Context: an optimization exercise on an open-source flow, tuned for small area, a short achievable clock period and few clock cycles. The choices shown serve that exercise and are no tape-out recipe.
Function was not checked in any run shown here: the RTL went through the layout flow alone.
Power and IR drop assume default switching activity.

==> design/flow/design.v <==
module fp_gt_s1 (
    input  wire [31:0] a,
    input  wire [31:0] b,
    output wire [7:0]  p
);
    wire a_nan = (a[30:23] == 8'hff) && (a[22:0] != 0);
    wire b_nan = (b[30:23] == 8'hff) && (b[22:0] != 0);
    wire zz    = (a[30:23] == 8'h00) && (b[30:23] == 8'h00);
    wire ok    = !a_nan && !b_nan && !zz;
    wire sa = a[31], sb = b[31];
    wire gh = a[30:15] > b[30:15];
    wire lh = a[30:15] < b[30:15];
    wire gl = a[14:0] > b[14:0];
    wire ll = a[14:0] < b[14:0];
    assign p = {ok && !sa && !sb,    
                ok && sa && sb,      
                ok && !sa && sb,     
                ok && sa && !sb,     
                gh, lh, gl, ll};
endmodule
module fp_gt_s2 (
    input  wire [7:0] p,
    output wire       a_gt_b,
    output wire       b_gt_a
);
    wire pp = p[7], nn = p[6], pn = p[5], np = p[4];
    wire gh = p[3], lh = p[2], gl = p[1], ll = p[0];
    wire mg = gh || (!lh && gl);
    wire ml = lh || (!gh && ll);
    assign a_gt_b = pn || (pp && mg) || (nn && ml);
    assign b_gt_a = np || (pp && ml) || (nn && mg);
endmodule
module peak_finder_fp (
    input clk,
    input rst_n,
    output reg [12:0] bram_addr,
    input wire [31:0] bram_data,
    output reg [0:0]  web,
    output wire [6:0] addrb,
    output wire [44:0] dinb,
    input wire [31:0] threshold,
    input wire        start,
    output reg        done
);
    localparam T_NONE = 3'd0, T_BF = 3'd1, T_B1 = 3'd2, T_BM = 3'd3, T_BL = 3'd4,
               T_TS = 3'd5, T_TP = 3'd6, T_FIN = 3'd7;
    localparam S_IDLE = 3'd0, S_BASE = 3'd1, S_RR = 3'd2, S_RRT = 3'd3,
               S_REP = 3'd4, S_FINW = 3'd5;
    localparam D_NB = 3'd0, D_TS = 3'd1, D_LNB = 3'd2, D_BF = 3'd3, D_FIN = 3'd4;
    reg [2:0] st;
    reg [2:0] tA, tB, tC, tD;
    reg [2:0] bc;           
    reg [1:0] cd;           
    reg       fb, m0, pg0;  
    reg       last, phantom;
    reg       rrt_last;
    reg [2:0] dt, dj;       
    reg [6:0] off;          
    reg [12:0] E;           
    reg [31:0] r1;          
    reg [7:0]  pw, pt;      
    reg [12:0] widx;
    reg [5:0]  cnt;         
    reg        cand;
    reg        SF;          
    reg [4:0]  S;           
    reg        lastc;       
    reg        PF, PL;      
    reg [4:0]  PS;
    assign addrb = {1'b0, cnt};
    assign dinb  = {widx, r1};
    wire [7:0] pw_n, pt_n;
    fp_gt_s1 c1w (.a(bram_data), .b(r1),        .p(pw_n));
    fp_gt_s1 c1t (.a(bram_data), .b(threshold), .p(pt_n));
    wire f_wr, f_rw, f_wt, f_tw;
    fp_gt_s2 c2w (.p(pw), .a_gt_b(f_wr), .b_gt_a(f_rw));
    fp_gt_s2 c2t (.p(pt), .a_gt_b(f_wt), .b_gt_a(f_tw));
    wire confirm = (tD == T_TS) || ((tD == T_TP) && f_wr);
    wire term    = confirm && (cnt == 6'd34);
    wire bl_issue  = (st == S_BASE) && (bc == 3'd1);
    wire op_ok     = (dt == D_TS) ? (cd == 2'd0) :
                     (dt == D_NB || dt == D_LNB) ? (cd != 2'd2) : 1'b1;
    wire rr_go     = (st == S_RR) && op_ok;
    wire xfer      = (tD == T_BF);
    function [2:0] top5(input [4:0] x);
        casez (x)
            5'b1????: top5 = 3'd4;
            5'b01???: top5 = 3'd3;
            5'b001??: top5 = 3'd2;
            5'b0001?: top5 = 3'd1;
            default:  top5 = 3'd0;
        endcase
    endfunction
    function [2:0] optype(input f, input [4:0] s, input l, input ph);
        optype = f ? D_NB : (|s) ? D_TS : l ? D_LNB : ph ? D_FIN : D_BF;
    endfunction
    wire [4:0] PS_clr = PS & ~(5'd1 << dj);
    reg        PF_n, PL_n;
    reg [4:0]  PS_n;
    always @(*) begin
        PF_n = PF; PS_n = PS; PL_n = PL;
        if (xfer) begin
            PF_n = SF; PS_n = S; PL_n = lastc;
        end else if (rr_go) begin
            case (dt)
                D_NB:  PF_n = 1'b0;
                D_TS:  PS_n = PS_clr;
                D_LNB: PL_n = 1'b0;
                default: ;
            endcase
        end
    end
    wire [2:0] dt_x = optype(SF, S, lastc, phantom);
    wire [2:0] dj_x = top5(S);
    wire [4:0] PS_c = (dt == D_TS) ? PS_clr : PS;
    wire [2:0] dt_c = optype(1'b0, PS_c, (dt == D_LNB) ? 1'b0 : PL, phantom);
    wire [2:0] dj_c = top5(PS_c);
    wire [2:0] dt_n = xfer ? dt_x : rr_go ? dt_c : dt;
    wire [2:0] dj_n = xfer ? dj_x : rr_go ? dj_c : dj;
    wire pg0_n = bl_issue ? m0 : pg0;
    wire st_rrt_n = rr_go && (dt == D_NB || dt == D_LNB);
    reg [6:0] off_n;
    always @(*) begin
        if (st_rrt_n) off_n = -7'sd53;
        else case (dt_n)
            D_NB:  off_n = pg0_n ? -7'sd59 : -7'sd58;
            D_TS:  off_n = -7'sd54 - {4'd0, dj_n};
            D_LNB: off_n = -7'sd52;
            default: off_n = 7'sd49;
        endcase
    end
    wire [12:0] rel_addr = E + {{6{off[6]}}, off};
    wire [12:0] inc_addr = bram_addr + 13'd1;
    always @(posedge clk) begin
        r1 <= bram_data;
        pw <= pw_n;
        pt <= pt_n;
        PF <= PF_n;
        PS <= PS_n;
        PL <= PL_n;
        pg0 <= pg0_n;
        dt <= dt_n;
        dj <= dj_n;
        off <= off_n;
        if (!rst_n) begin
            st <= S_IDLE;
            tA <= T_NONE; tB <= T_NONE; tC <= T_NONE; tD <= T_NONE;
            web <= 1'b0;
            done <= 1'b0;
            bram_addr <= 13'd0;
            cd <= 2'd0;
        end else begin
            tB <= tA;
            tC <= tB;
            tD <= tC;
            web <= 1'b0;
            done <= 1'b0;
            if (cd != 2'd0) cd <= cd - 2'd1;
            if (tB == T_TS || tB == T_TP) widx <= bram_addr;
            case (tD)
                T_BF: begin
                    S <= 5'd0;
                    cand <= f_wt;
                end
                T_B1: begin
                    SF <= cand & f_rw;
                    cand <= f_wt & f_wr;
                end
                T_BM: begin
                    S <= {S[3:0], cand & f_rw};
                    cand <= f_wt & f_wr;
                end
                T_BL: begin
                    S <= {S[3:0], cand & f_rw};
                    lastc <= f_wt & f_wr;
                end
                T_FIN: done <= 1'b1;
                default: ;
            endcase
            if (confirm) begin
                if (cnt == 6'd34) done <= 1'b1;
                else web <= 1'b1;
            end
            if (web) cnt <= cnt + 6'd1;
            tA <= T_NONE;
            case (st)
                S_IDLE: begin
                    if (start) begin
                        bram_addr <= 13'd899;
                        tA <= T_BF;
                        bc <= 3'd5;
                        st <= S_BASE;
                        fb <= 1'b1; m0 <= 1'b0;
                        last <= 1'b0; phantom <= 1'b0;
                        SF <= 1'b0; S <= 5'd0; lastc <= 1'b0;
                        cnt <= 6'd0;
                    end
                end
                S_BASE: begin
                    bram_addr <= inc_addr;
                    bc <= bc - 3'd1;
                    tA <= (bc == 3'd1) ? T_BL : (tA == T_BF) ? T_B1 : T_BM;
                    if (bc == 3'd1) begin
                        st <= S_RR;
                        E <= inc_addr;
                        m0 <= fb;
                        fb <= 1'b0;
                        if (bram_addr == 13'd8164) last <= 1'b1;
                    end
                end
                S_RR: begin
                    if (op_ok) begin
                        case (dt)
                            D_NB: begin  
                                bram_addr <= rel_addr;
                                rrt_last <= 1'b0;
                                st <= S_RRT;
                            end
                            D_TS: begin
                                bram_addr <= rel_addr;
                                tA <= T_TS;
                                cd <= 2'd2;
                                st <= S_REP;
                            end
                            D_LNB: begin  
                                bram_addr <= rel_addr;
                                rrt_last <= 1'b1;
                                st <= S_RRT;
                            end
                            D_BF: begin
                                bram_addr <= rel_addr;
                                tA <= T_BF;
                                bc <= 3'd4;
                                st <= S_BASE;
                                if (last) phantom <= 1'b1;
                            end
                            default: begin
                                tA <= T_FIN;
                                st <= S_FINW;
                            end
                        endcase
                    end
                end
                S_RRT: begin
                    bram_addr <= rrt_last ? rel_addr : inc_addr;
                    tA <= T_TP;
                    cd <= 2'd2;
                    st <= S_REP;
                end
                S_REP: st <= S_RR;
                S_FINW: begin
                    if (tD == T_FIN) st <= S_IDLE;
                end
                default: st <= S_IDLE;
            endcase
            if (term) begin
                st <= S_IDLE;
                tA <= T_NONE; tB <= T_NONE; tC <= T_NONE; tD <= T_NONE;
            end
        end
    end
endmodule
==> design/flow/run.sh <==
#!/bin/bash
# synth_recipe.tcl (not shown) runs the flow's synth.tcl, then flattens the netlist and writes it again
# the make line also repeats each setting of config.mk as NAME=value (left out here)
make -C /OpenROAD-flow-scripts/flow DESIGN_CONFIG=/design/flow/config.mk WORK_HOME=/design/flow/orfs CLKGATE_MAP_FILE= SYNTH_SCRIPT=/design/flow/synth_recipe.tcl finish
==> design/flow/constraint.sdc <==
create_clock -name core_clock -period 5.0 [get_ports {clk}]
set_input_delay 1.0000 -clock core_clock [delete_from_list [all_inputs] [get_ports {clk}]]
set_output_delay 1.0000 -clock core_clock [all_outputs]
set_load 0.01 [all_outputs]
==> design/flow/config.mk <==
export PLATFORM = sky130hd
export DESIGN_NAME = peak_finder_fp
export DESIGN_NICKNAME = peak_finder_fp
export VERILOG_FILES = /design/flow/design.v
export SDC_FILE = /design/flow/constraint.sdc
export NUM_CORES = 4
export LEC_CHECK = 0
export CAP_MARGIN = 20
export CORE_MARGIN = 2
export CORE_UTILIZATION = 40
export SLEW_MARGIN = 20
==> results of run 1 <==
==> state kept, by name (all words and copies together) (netlist names), 5 cells and up <==
| register | count |
|---|---|
| bram_addr | 13 |
| pw | 8 |
| r1 | 32 |
| widx | 13 |
| PS | 5 |
| S | 5 |
| pt | 7 |
| E | 13 |
| off | 6 |
| cnt | 6 |
==> critical path: stages, from the launching register on <==
cell and delay (ns):
sky130_fd_sc_hd__dfxtp_1 0.59, sky130_fd_sc_hd__and2b_1 0.33, sky130_fd_sc_hd__nand2_1 0.15, sky130_fd_sc_hd__inv_2 0.14, sky130_fd_sc_hd__o31ai_4 0.14, sky130_fd_sc_hd__or3_4 0.44
sky130_fd_sc_hd__o221ai_1 0.35, sky130_fd_sc_hd__ha_1 0.30, sky130_fd_sc_hd__mux2_1 0.28, sky130_fd_sc_hd__o31ai_1 0.21
==> power breakdown <==
group | switching (mW) | internal, mW
logic | 0.512 | 0.433
clock network | 0.509 | 0.827
registers | 0.132 | 1.36
==> per-layer routing <==
layer / part of all wire (%) / vias to the layer above / track usage [%] / routed length [um]
li1: - / 3446 / - / -
met1: 47 / 3231 / 27.5 / 9990
met2: 46 / 193 / 32.7 / 9850
met3: 5.5 / 20 / 5.00 / 1180
met4: 1.5 / 0 / 6.21 / 310
met5: 0 / - / 0 / 0
==> cell usage in the layout, fill, tap and decap left out, drive strengths merged, types with 15 or more instances in the layout <==
master         instances
inv                   90
edfxtp                54
nand3                 20
nor2b                 15
clkdlybuf4s50        132
clkbuf                23
dfxtp                 92
nor2                  62
nand2                 68
o21ai                 52
nor3                  27
a211oi                15
xnor2                 18
a21o                  17
nand4                 23
nor4                  27
ha                    81
a21oi                 43
==> layout make-up <==
class                   instances  area [um^2]
clock buffers                  23          510
multi-input cells             618         4290
fillers                      1876         9730
flip-flops and latches        146         3460
repair buffers                134         1340
well taps                     270          338
clock inverters                 9          115
inverters                      87          327
==> cells in the mapped netlist (2+ instances only) <==
cell	instances
sky130_fd_sc_hd__mux2i_1	9
sky130_fd_sc_hd__and3_1	12
sky130_fd_sc_hd__o211ai_1	4
sky130_fd_sc_hd__a2111oi_0	3
sky130_fd_sc_hd__xor2_1	11
sky130_fd_sc_hd__o21a_1	8
sky130_fd_sc_hd__nor2b_1	15
sky130_fd_sc_hd__o31a_1	2
sky130_fd_sc_hd__clkbuf_1	17
sky130_fd_sc_hd__a21o_1	17
sky130_fd_sc_hd__or3_1	4
sky130_fd_sc_hd__a211oi_1	15
sky130_fd_sc_hd__a221o_1	2
sky130_fd_sc_hd__xnor2_1	18
sky130_fd_sc_hd__nand2_1	68
sky130_fd_sc_hd__o311a_1	3
sky130_fd_sc_hd__o21ai_0	50
sky130_fd_sc_hd__inv_1	84
sky130_fd_sc_hd__nand4_1	23
sky130_fd_sc_hd__a221oi_1	9
sky130_fd_sc_hd__dfxtp_1	92
sky130_fd_sc_hd__a31oi_1	7
sky130_fd_sc_hd__or3b_1	2
sky130_fd_sc_hd__o311ai_0	3
sky130_fd_sc_hd__a21oi_1	43
sky130_fd_sc_hd__nand3_1	20
sky130_fd_sc_hd__or2_2	2
sky130_fd_sc_hd__nor3b_1	2
sky130_fd_sc_hd__nand2b_1	12
sky130_fd_sc_hd__nor2_1	62
sky130_fd_sc_hd__mux2_2	2
sky130_fd_sc_hd__ha_1	81
sky130_fd_sc_hd__nand3b_1	2
sky130_fd_sc_hd__or4_1	2
sky130_fd_sc_hd__a21boi_0	5
sky130_fd_sc_hd__a22oi_1	4
sky130_fd_sc_hd__o22ai_1	2
sky130_fd_sc_hd__or4b_1	2
sky130_fd_sc_hd__buf_4	2
sky130_fd_sc_hd__and2_1	7
sky130_fd_sc_hd__nor3_1	26
sky130_fd_sc_hd__inv_2	3
sky130_fd_sc_hd__and4_1	3
sky130_fd_sc_hd__nor4_1	26
sky130_fd_sc_hd__edfxtp_1	54
==> cell families (layout without fill, tap and decap cells) <==
kind of cell    after synthesis  in the layout  share of synthesized area (%)
mux                          12             12                           1.52
fa+ha+maj                    82             82                           12.7
xor+xnor                     29             29                           3.12
simple gates                300            300                           19.1
flops                       146            146                           42.5
other cells                   1              1                         0.0460
compound gates              194            194                           16.0
buf+inv                     108            253                           5.08
==> worst paths after layout <==
path / from / end / slack, ns
setup / recovery: st[1]$_SDFFE_PP0P_ / off[1]$_SDFF_PP1_ / 1.99
hold / removal: tC[0]$_SDFF_PP0_ / tD[0]$_SDFF_PP0_ / 0.46
setup reg to reg: st[1]$_SDFFE_PP0P_ / off[1]$_SDFF_PP1_ / 1.99
hold reg to reg: tC[0]$_SDFF_PP0_ / tD[0]$_SDFF_PP0_ / 0.46
==> qor.csv, run 1 <==
metric;value;unit
drt-pass1-iter-count;5;
timing.critical_path.fanout_max;14;
clkSlewWorstSetupHoldPaths;0.06;ns
placement.io_buffers;132;
fp.dieArea;0.0215;mm^2
post-synth-top-area-fraction;22.6;%
hold_path.class;flip-flop to flip-flop;
critical_path_class;flip-flop to flip-flop;
finalWeightedCongestion;0.885;
dpl_cell_area;0.00974;mm^2
unrepaired_setup_endpoints_after_global_routing;no;
post-route-drc-count;0;
num_vias;6890;
cts_hold_buf;0;
top_level_ports;134;
finalWirelength;21300;um
syn2layout_area_growth;27.3;%
p_leak;4.30;nW
clock_insertion_delay_worst_skew;0.42;ns
vdd_drop_max;0.235;mV
number_of_buffers_added_by_the_clock_tree_synthesis_step;17;
finalNetCount;1153;
synth.net_count;1021;
dp.final_hpwl;16500;um
timing.hold.worst_path_depth;1;
floorplan.die.width;147;um
via_per_inst;5.35;
cell_area_synth;0.00815;mm^2
num_antenna_cells;0;
yosys.area.top_type;sky130_fd_sc_hd__dfxtp_1;
count_of_flip_flops_with_a_built_in_enable_after_synthesis;54;
postCtsSetupBuffers;0;
timing.setup.tns;0;ns
arrival;3.34;ns
cts_htree_levels;4;
post_synth_num_cell_types;77;
critical_path.endpoint_type;flip-flop;
final_area;0.0104;mm^2
postSynthCellCount;872;
drv_slew;0;
antenna_violating_nets_post_route;0;
design_power_total;3.78;mW
crit_required;5.33;ns
max_freq;332;MHz
grt.overflow.total;0;
synthesis.area_per_instance;9.34;um^2
finish.cell_count_without_fillers;1287;
effective_utilization_at_floorplan;40.5;%
number_of_global_route_vias_before_repair;6834;
slew-limit-headroom;47.9;%
routedWlPerCell;16.6;um
grt_pass1_wl;35100;um
final-setup-viol-count;0;
antenna_found_initial;0;
worstMarginPinSlew;0.779;ns
dpl_worst_slack;1.76;ns
timing.final.crit_period;3.01;ns
max-cap-violations;0;
clockBufferDepth;2;
clock-root-buffer;sky130_fd_sc_hd__clkbuf_16;
commonest_register_cell_after_synthesis;sky130_fd_sc_hd__dfxtp_1;
dpl.cell_count;1255;
postLayoutCoreUtil;51.6;%
height_of_the_chip;147;um
warnings_from_yosys;1;
cts_num_sinks;146;
cts_tree;built;
grt.total_usage;20.5;%
layout_worst_path_cycle_share;60.2;%
element_type_at_the_critical_path_start;flip-flop;
post_route_cells_drive_above_1_share;5.01;%
synth.area.top_cells;sky130_fd_sc_hd__dfxtp_1 (23%), sky130_fd_sc_hd__edfxtp_1 (20%), sky130_fd_sc_hd__ha_1 (12%);
fin_skew;0.0102;ns
violation_count_after_the_first_detailed_route_iteration;338;
fin_worst_hold_slack;0.464;ns
synth.ff_latch_count;146;
setup_slack;1.99;ns
synth.yosys.seq_area_share;42.5;%
final-hold-violation-count;0;
power_density;364;mW/mm^2
cts_repair_resize_count;0;
fp.coreArea;0.0201;mm^2
fp-row-count;52;
run_status;finished clean;
grt_start_max_net_pins;22;
reg2reg_depth;9;
synth_async_sr_flop_share;0;%
==> run 2: changes to the inputs <==
==> design/flow/flow/run.sh (new file) <==
#!/bin/bash
# The standard layout (the standard.sh, standard synthesis unchanged), with
# the port buffers that placement inserts made of sky130_fd_sc_hd__buf_1
# instead of the resizer's default pick. Every port still gets its buffer.
set -euo pipefail
bash standard.sh "BUFFER_PORTS_ARGS=-buffer_cell sky130_fd_sc_hd__buf_1" finish > standard.log 2>&1
==> design/flow/standard.sh (new file) <==
#!/bin/bash
# synth_recipe.tcl (not shown) runs the flow's synth.tcl, then flattens the netlist and writes it again
# the make line also repeats each setting of config.mk as NAME=value (left out here)
make -C /OpenROAD-flow-scripts/flow DESIGN_CONFIG=/design/flow/config.mk WORK_HOME=/design/flow/orfs CLKGATE_MAP_FILE= SYNTH_SCRIPT=/design/flow/synth_recipe.tcl "${@:-finish}"
removed: design/flow/run.sh
==> run 2 against run 1 <==
Effect of this change: register-to-register slack hardly changed; final cell count stayed put; clock skew is 0.00070 ns lower; non-clock buffer count stayed put; cell area is 8.1% lower; routed wire length is 2.4% lower; first-iteration DRC count is 14% lower; clock-buffer cell count is 5 lower; worst setup slack worse by 0.012 ns; combinational power is 7.6% lower; global-route usage is 0.62 points lower; critical path depth stayed put; critical endpoint unchanged; highest routed layer unchanged.
==> qor.csv, run 2 <==
metric;value;unit
regMostFlops;r1;
worst_hold_startpoint;tC[1]$_SDFF_PP0_;
routedWlPerCell;16.2;um
number_of_buffers_added_by_the_clock_tree_synthesis_step;17;
dpl.cell_count;1255;
multi_input_gate_area_in_the_final_layout;0.00428;mm^2
dpl_worst_slack;2.05;ns
critPathLaunch;st[1]$_SDFFE_PP0P_;
grt.total_usage;19.8;%
crit-reg2reg-launch;st[1]$_SDFFE_PP0P_;
power_density;390;mW/mm^2
postLayoutCoreUtil;47.4;%
maxUsedRoutingLayer;met4;
clock-root-buffer;sky130_fd_sc_hd__clkbuf_16;
antenna_violating_nets_post_route;0;
num_antenna_cells;0;
final_cell_mix;sky130_fd_sc_hd__buf_1 (131), sky130_fd_sc_hd__dfxtp_1 (92), sky130_fd_sc_hd__inv_1 (84);
critical_path.max_stage_delay;0.59;ns
antenna_found_initial;0;
synthesis.area_per_instance;9.34;um^2
sequential_cell_area;0.00346;mm^2
warnings_from_yosys;1;
arrival;3.35;ns
crit_required;5.33;ns
grt_start_max_net_pins;25;
via_per_inst;5.38;
clkSlewWorstSetupHoldPaths;0.06;ns
effective_utilization_at_floorplan;40.5;%
postSynthCellCount;872;
yosys.area.top_type;sky130_fd_sc_hd__dfxtp_1;
layout.cells.most_common;sky130_fd_sc_hd__buf_1;
commonest_register_cell_after_synthesis;sky130_fd_sc_hd__dfxtp_1;
post_synth_num_cell_types;77;
worstMarginPinSlew;0.793;ns
timing.setup.tns;0;ns
vdd_drop_max;0.259;mV
fp.dieArea;0.0215;mm^2
placement.io_buffers;132;
met2RoutedLength;9750;um
cts_tree;built;
timing.critical_path.fanout_max;14;
timing.final.crit_period;3.02;ns
clockBufferDepth;2;
p_leak;3.94;nW
post_route_cells_drive_above_1_share;5.11;%
critical_path.slowest_cell;sky130_fd_sc_hd__dfxtp_1;
route.layer.met1.wl;9630;um
synth.ff_latch_count;146;
cell_area_synth;0.00815;mm^2
drv_slew;0;
final-setup-viol-count;0;
synth_async_sr_flop_share;0;%
setup_slack;1.98;ns
synth.net_count;1021;
fp.coreArea;0.0201;mm^2
fin_skew;0.00955;ns
grt.overflow.total;0;
finalNetCount;1153;
post_synth_most_frequent_cells;sky130_fd_sc_hd__dfxtp_1 (92), sky130_fd_sc_hd__inv_1 (84), sky130_fd_sc_hd__ha_1 (81);
cts_hold_buf;0;
slew-limit-headroom;46.5;%
floorplan.die.width;147;um
layout_worst_path_cycle_share;60.4;%
largest_reg_flops;32;
timing.critical_path.cells;and2b_1 -> nand2_1 -> inv_2 -> o31ai_4 -> or3_4 -> o311ai_4 -> ha_1 -> mux2_1 -> o31ai_1;
count_of_flip_flops_with_a_built_in_enable_after_synthesis;54;
grt_pass1_wl;34200;um
height_of_the_chip;147;um
finalWeightedCongestion;0.868;
syn2layout_area_growth;17.1;%
design_power_total;3.72;mW
postCtsSetupBuffers;0;
run_status;finished clean;
max-cap-violations;0;
dpl_cell_area;0.00891;mm^2
fin_worst_hold_slack;0.460;ns
violation_count_after_the_first_detailed_route_iteration;289;
cts_htree_levels;4;
synth.most_common_cell;sky130_fd_sc_hd__dfxtp_1;
element_type_at_the_critical_path_start;flip-flop;
unrepaired_setup_endpoints_after_global_routing;no;
fp-row-count;52;
post-route-drc-count;0;
number_of_global_route_vias_before_repair;6666;
finish.cell_count_without_fillers;1287;
cts_repair_resize_count;0;
final-hold-violation-count;0;
clock_insertion_delay_worst_skew;0.43;ns
cts_num_sinks;146;
filler_cell_count;1930;
drt-pass1-iter-count;4;
critical_path.endpoint_type;flip-flop;
dp.final_hpwl;16000;um
finalWirelength;20800;um
critical_path_class;flip-flop to flip-flop;
post-synth-top-area-fraction;22.6;%
top_level_ports;134;
max_freq;331;MHz
num_vias;6928;
hold_path.class;flip-flop to flip-flop;
final_area;0.00954;mm^2
synth.area.top_cells;sky130_fd_sc_hd__dfxtp_1 (23%), sky130_fd_sc_hd__edfxtp_1 (20%), sky130_fd_sc_hd__ha_1 (12%);
synth.yosys.seq_area_share;42.5;%
wire_length_on_met3;1140;um
==> run 2: changes by cell type in the layout (fill, tap and decap cells not counted), sizes merged <==
cell | previous run | this run
clkinv | 4 | 7
clkbuf | 23 | 19
clkdlybuf4s50 | 132 | 0
inv | 90 | 87
buf | 2 | 133
clkinvlp | 0 | 3
bufinv | 2 | 4
==> run 2: per-layer routing <==
| layer | global-route usage [%] | vias to the layer above |
|---|---|---|
| met5 | 0 | - |
| met4 | 6.70 | 0 |
| li1 | - | 3445 |
| met1 | 26.3 | 3249 |
| met3 | 4.22 | 19 |
| met2 | 32.3 | 215 |
==> run 2: layout make-up <==
type,instances,area share (%)
Clock buffer,18,4.50
Clock inverter,14,1.98
Inverter,87,3.42
Multi-Input combinational cell,618,44.9
Sequential cell,146,36.3
Tap cell,270,3.54
Timing Repair Buffer,134,5.36
==> run 2: report_power, final <==
group          switching (mW)  internal, mW
Clock                   0.517         0.833
Combinational           0.508         0.365
Sequential              0.132          1.36
==> run 2: kinds of logic (layout without fill, tap and decap cells) <==
| logic type | after synthesis | after routing | synth area share (%) |
|---|---|---|---|
| XOR/XNOR | 29 | 29 | 3.12 |
| adder cells (fa/ha/maj) | 82 | 82 | 12.7 |
| AND/OR/NAND/NOR | 300 | 300 | 19.1 |
| multiplexers | 12 | 12 | 1.52 |
| buffers and inverters | 108 | 253 | 5.08 |
| AO/OA/AOI/OAI | 194 | 194 | 16.0 |
| flip-flops | 146 | 146 | 42.5 |
| other | 1 | 1 | 0.0460 |
==> run 2: final timing paths <==
kind | endpoint | slack [ns] | cells after the start
worst max-delay path | off[1]$_SDFF_PP1_ | 1.98 | 9
worst min-delay path | tD[1]$_SDFF_PP0_ | 0.46 | 1
worst max register to register | off[1]$_SDFF_PP1_ | 1.98 | 9
worst min register to register | tD[1]$_SDFF_PP0_ | 0.46 | 1
==> run 2: critical path: cells and delay by family (launching register included) <==
family | cells | cell delay [ns]
AND/OR/NAND/NOR | 3 | 0.89
AO/OA/AOI/OAI | 3 | 0.71
flip-flops | 1 | 0.59
adder cells (fa/ha/maj) | 1 | 0.30
multiplexers | 1 | 0.29
buffers and inverters | 1 | 0.14

==> static timing again, ports no longer ideal <==
No port has a modelled driver above. Below, the same layouts with a new extraction and two added sets of constraints.
Step 1 sets driving cells, clkbuf_16 on the clock port and buf_2 on the other inputs (assumed; they add their load-dependent delay and slew).
Step 2, shift: input delay + t, output delay - t, t = (earliest + latest rising clock arrival at the registers) / 2. This alone moves slack from input paths to output paths.
Slacks: ideal ports / drivers / drivers and shift; pairs: ideal ports / drivers.
| run | shift t [ns] | setup slack, ns | latest minus earliest clock arrival (ns) |
|---|---|---|---|
| run 1 | 0.462 | 1.992 / 1.992 / 1.748 | 0.012 / 0.011 |
| run 2 | 0.469 | 1.980 / 1.980 / 1.980 | 0.011 / 0.010 |
After both steps every run listed still meets setup and hold. For run 1, which loses most, drivers alone change the setup slack by 0.000 ns; drivers and shift together by -0.244 ns.
